Source: an optimization exercise on an open RTL-to-GDS flow (aim: small area). Production flows keep margins and buffers that such runs may drop.
The RTL was checked by simulation tests, not by an equivalence proof against the original design.
Power is estimated from default activity; no workload was simulated.

==> v20 <==
## fifo_wrapper
module fifo_wrapper (
    clk,
    reset,
    avalon_address,             
    avalon_write,               
    avalon_read,                
    avalon_writedata,           
    avalon_readdata,            
    avalon_status               
);
==> module fifo_core, before the edit <==
module fifo_core (
    clk,                     
    reset,
    wr_en,                   
    rd_en,                   
    input_data,
    output_data,
    full,
    empty,
    count                    
);
parameter DEPTH = 16;            
parameter WIDTH = 8;             
parameter POINTER_WIDTH = 4;     
input clk;
input reset;
input wr_en;
input rd_en;
input [WIDTH-1:0] input_data;
output reg [WIDTH-1:0] output_data;
output reg full;
output reg empty;
output reg [POINTER_WIDTH:0] count;
reg [WIDTH-1:0] static_mem [DEPTH-1:0];     
reg [POINTER_WIDTH-1:0] wr_ptr;             
reg [POINTER_WIDTH-1:0] rd_ptr;             
reg [POINTER_WIDTH:0] fifo_count;           
always @ (*) begin
    if (reset) begin
        full = 1'b0;
        empty = 1'b1;
    end
    else begin
        full = (fifo_count == DEPTH);
        empty = (fifo_count == 0);
    end
end
always @(posedge clk) begin
    if (wr_en && !full)
        static_mem[wr_ptr] <= input_data;
end
always @(posedge clk or posedge reset) begin
    if (reset) begin
        wr_ptr <= 0;
    end else if (wr_en && !full) begin
        wr_ptr <= (wr_ptr + 1) % DEPTH;      
    end
end
always @(posedge clk or posedge reset) begin
    if (reset) begin
        rd_ptr <= 0;
        output_data <= 0;
    end else if (rd_en && !empty) begin
        output_data <= static_mem[rd_ptr];
        rd_ptr <= (rd_ptr + 1) % DEPTH;      
    end
end
always @(posedge clk or posedge reset) begin
    if (reset)
        fifo_count <= 0;
    else if (wr_en && !full && rd_en && !empty)
        fifo_count <= fifo_count;   
    else if (wr_en && !full)
        fifo_count <= fifo_count + 1;   
    else if (rd_en && !empty)
        fifo_count <= fifo_count - 1;   
end
always @(*) begin
    count = fifo_count;
end
endmodule
==> module fifo_csr, before the edit <==
module fifo_csr (
    clk,
    reset,
    avalon_address,             
    avalon_write,               
    avalon_read,                
    avalon_writedata,           
    avalon_readdata,            
    full,                       
    empty,                      
    count,                      
    wr_en,                      
    rd_en,                      
    fifo_input_data,            
    fifo_output_data            
);
parameter WIDTH = 8;
parameter POINTER_WIDTH = 4;
parameter STATUS_REG_ADDR = 2'b00;          
parameter FIFO_READ_ADDR = 2'b01;           
parameter FIFO_WRITE_ADDR = 2'b10;          
parameter CONTROL_REG_ADDR = 2'b11;         
input clk;
input reset;
input [1:0] avalon_address;
input avalon_write;
input avalon_read;
input [WIDTH-1:0] avalon_writedata;
output [WIDTH-1:0] avalon_readdata;
input full;
input empty;
input [POINTER_WIDTH:0] count;
output wr_en;
output rd_en;
output [WIDTH-1:0] fifo_input_data;
input [WIDTH-1:0] fifo_output_data;
reg [WIDTH-1:0] control_reg;                
reg [WIDTH-1:0] csr_readdata;               
reg fifo_read_q;                            
assign wr_en = avalon_write && (avalon_address == FIFO_WRITE_ADDR);
assign rd_en = avalon_read && (avalon_address == FIFO_READ_ADDR);
assign fifo_input_data = avalon_writedata;
assign avalon_readdata = fifo_read_q ? fifo_output_data : csr_readdata;
always @(posedge clk or posedge reset) begin
    if (reset) begin
        control_reg <= 0;
        csr_readdata <= 0;
        fifo_read_q <= 0;
    end else begin
        if (avalon_write && avalon_address == CONTROL_REG_ADDR)
            control_reg <= avalon_writedata;       
        if (avalon_read) begin
            fifo_read_q <= (avalon_address == FIFO_READ_ADDR);
            case (avalon_address)
                STATUS_REG_ADDR: begin
                    csr_readdata <= {4'b0, full, empty, count};
                end
                CONTROL_REG_ADDR: begin
                    csr_readdata <= control_reg;     
                end
                default: begin
                end
            endcase
        end
    end
end
endmodule
export LEC_CHECK = 0
export CAP_MARGIN = 20
export CORE_MARGIN = 2
export CORE_UTILIZATION = 40
export SLEW_MARGIN = 20
create_clock -name core_clock -period 5.0 [get_ports {clk}]
run.sh (not shown) runs the stock make flow with config.mk's settings and CLKGATE_MAP_FILE= SYNTH_SCRIPT=/design/flow/synth_recipe.tcl, a recipe that flattens the netlist after the stock synthesis.
==> v3: changes against v20 <==
==> flow/design.v (replaced) <==
module fifo_core (
    clk,
    reset,
    wr_en,
    rd_en,
    input_data,
    output_data,
    full,
    empty,
    count
);
parameter DEPTH = 16;
parameter WIDTH = 8;
parameter POINTER_WIDTH = 4;
input clk;
input reset;
input wr_en;
input rd_en;
input [WIDTH-1:0] input_data;
output [WIDTH-1:0] output_data;        
output full;
output empty;
output [POINTER_WIDTH:0] count;
reg [WIDTH-1:0] mem [DEPTH-1:0];
reg [POINTER_WIDTH:0] fifo_count;
assign full  = fifo_count[POINTER_WIDTH];
assign empty = (fifo_count == 0);
assign count = fifo_count;
wire push = wr_en && !full;
wire pop  = rd_en && !empty;
integer i;
always @(posedge clk) begin
    if (push) begin
        mem[0] <= input_data;
        for (i = 1; i < DEPTH; i = i + 1)
            mem[i] <= mem[i-1];
    end
end
always @(posedge clk or posedge reset) begin
    if (reset)
        fifo_count <= 0;
    else if (push)
        fifo_count <= fifo_count + 1'b1;
    else if (pop)
        fifo_count <= fifo_count - 1'b1;
end
assign output_data = mem[fifo_count[POINTER_WIDTH-1:0]];
endmodule
module fifo_csr (
    clk,
    reset,
    avalon_address,
    avalon_write,
    avalon_read,
    avalon_writedata,
    avalon_readdata,
    full,
    empty,
    count,
    wr_en,
    rd_en,
    fifo_input_data,
    fifo_output_data
);
parameter WIDTH = 8;
parameter POINTER_WIDTH = 4;
input clk;
input reset;
input [1:0] avalon_address;
input avalon_write;
input avalon_read;
input [WIDTH-1:0] avalon_writedata;
output [WIDTH-1:0] avalon_readdata;
input full;
input empty;
input [POINTER_WIDTH:0] count;
output wr_en;
output rd_en;
output [WIDTH-1:0] fifo_input_data;
input [WIDTH-1:0] fifo_output_data;
reg [WIDTH-1:0] control_reg;
reg [1:0] addr_q;                   
assign wr_en = avalon_write && (avalon_address == 2'b10);
assign rd_en = avalon_read && (avalon_address == 2'b01);
assign fifo_input_data = avalon_writedata;
always @(posedge clk or posedge reset) begin
    if (reset)
        control_reg <= 0;
    else if (avalon_write && avalon_address == 2'b11)
        control_reg <= avalon_writedata;
end
always @(posedge clk)
    addr_q <= avalon_address;
assign avalon_readdata = addr_q[1] ? control_reg :
                         addr_q[0] ? fifo_output_data :
                         {1'b0, full, empty, count};
endmodule
module fifo_wrapper (
    clk,
    reset,
    avalon_address,             
    avalon_write,               
    avalon_read,                
    avalon_writedata,           
    avalon_readdata,            
    avalon_status               
);
parameter WIDTH = 8;
parameter DEPTH = 16;
parameter POINTER_WIDTH = 4;
input clk;
input reset;
input [1:0] avalon_address;
input avalon_write;
input avalon_read;
input [WIDTH-1:0] avalon_writedata;
output [WIDTH-1:0] avalon_readdata;
output [1:0] avalon_status;
wire wr_en, rd_en;
wire full, empty;
wire [WIDTH-1:0] fifo_output_data;
wire [POINTER_WIDTH:0] count;               
wire [WIDTH-1:0] fifo_input_data;
fifo_csr #(
    .WIDTH(WIDTH),
    .POINTER_WIDTH(POINTER_WIDTH)
) csr_inst (
    .clk(clk),
    .reset(reset),
    .avalon_address(avalon_address),
    .avalon_write(avalon_write),
    .avalon_read(avalon_read),
    .avalon_writedata(avalon_writedata),
    .avalon_readdata(avalon_readdata),
    .full(full),
    .empty(empty),
    .wr_en(wr_en),
    .rd_en(rd_en),
    .fifo_input_data(fifo_input_data),
    .fifo_output_data(fifo_output_data),
    .count(count)                           
);
fifo_core #(
    .DEPTH(DEPTH),
    .WIDTH(WIDTH),
    .POINTER_WIDTH(POINTER_WIDTH)
) core_inst (
    .clk(clk),
    .reset(reset),
    .wr_en(wr_en),
    .rd_en(rd_en),
    .input_data(fifo_input_data),
    .output_data(fifo_output_data),
    .full(full),
    .empty(empty),
    .count(count)                          
);
assign avalon_status = {full, empty};
endmodule
==> comparison table <==
	v20	v3
M3 GR Usage	0.0368	0.0415
Overall power of the completed layout	0.00390 W	0.00373 W
Post-Synth Adder-Cell Area	0.0231	0.00979
Total wire length	14300 um	13000 um
Run status	no timing/DRC/antenna violations	no timing/DRC/antenna violations
Final nets	429	425
Register area share after synthesis	0.704	0.716
Pre-CTS setup slack	1430 ps	1090 ps
Clock buffer count	22	26
Vias	3438	3478
Clock slew seen by the registers of the worst setup and hold paths	60 ps	50 ps
Share of synthesized cell area in and, or, nand and nor gates	0.0386	0.0694
Sw frac	0.284	0.316
Gate count after technology mapping	373	382
CP Capture Point	avalon_status[0]	avalon_readdata[6]
Slowest cell delay on critical path	610 ps	730 ps
Synth unique cells	38	54
Met1 layer wirelength in the final routing	6520 um	5800 um
Peak supply drop	0.261 mV	0.251 mV
DRC violation total after the first TritonRoute iteration	242	447
Core outline area	0.0166 mm^2	0.0144 mm^2
Final cell utilization of the core	0.472	0.475
Maximum number of pins on one net before global-route repair	35	52
Min-Delay Startpoint	csr_inst.csr_readdata[0]$_DFFE_PP0P_	core_inst.mem[10][4]$_DFFE_PP_
Fraction of area in multi-input gates	0.241	0.221
Number of cells on the worst reg-to-reg path	9	5
Die X	134 um	125 um

[afterwards: timing with drivers on the ports]
Ports are ideal in the flow. The routed layouts listed here were re-timed in OpenROAD.
Step 1: set_driving_cell puts a clkbuf_16 on clk and a buf_2 on each other input, an assumption about the parent block.
Step 2 times the ports against the registers' clock, not the clock port: input delays grow and output delays shrink by t, the midpoint of the rising clock arrivals with the driver on.
Slacks: ideal / step 1 / step 2; pairs: ideal / step 1.
run	shift t [ns]	setup slack, ns	worst setup path after step 2
v20	0.455	1.599 / 1.562 / 1.410	input to register
v3	0.459	0.672 / 0.631 / 1.089	register to output
After both steps setup and hold are still met in every run listed. The setup slack of v20, which loses most, moves by -0.037 ns with the drivers and by -0.189 ns with both steps.
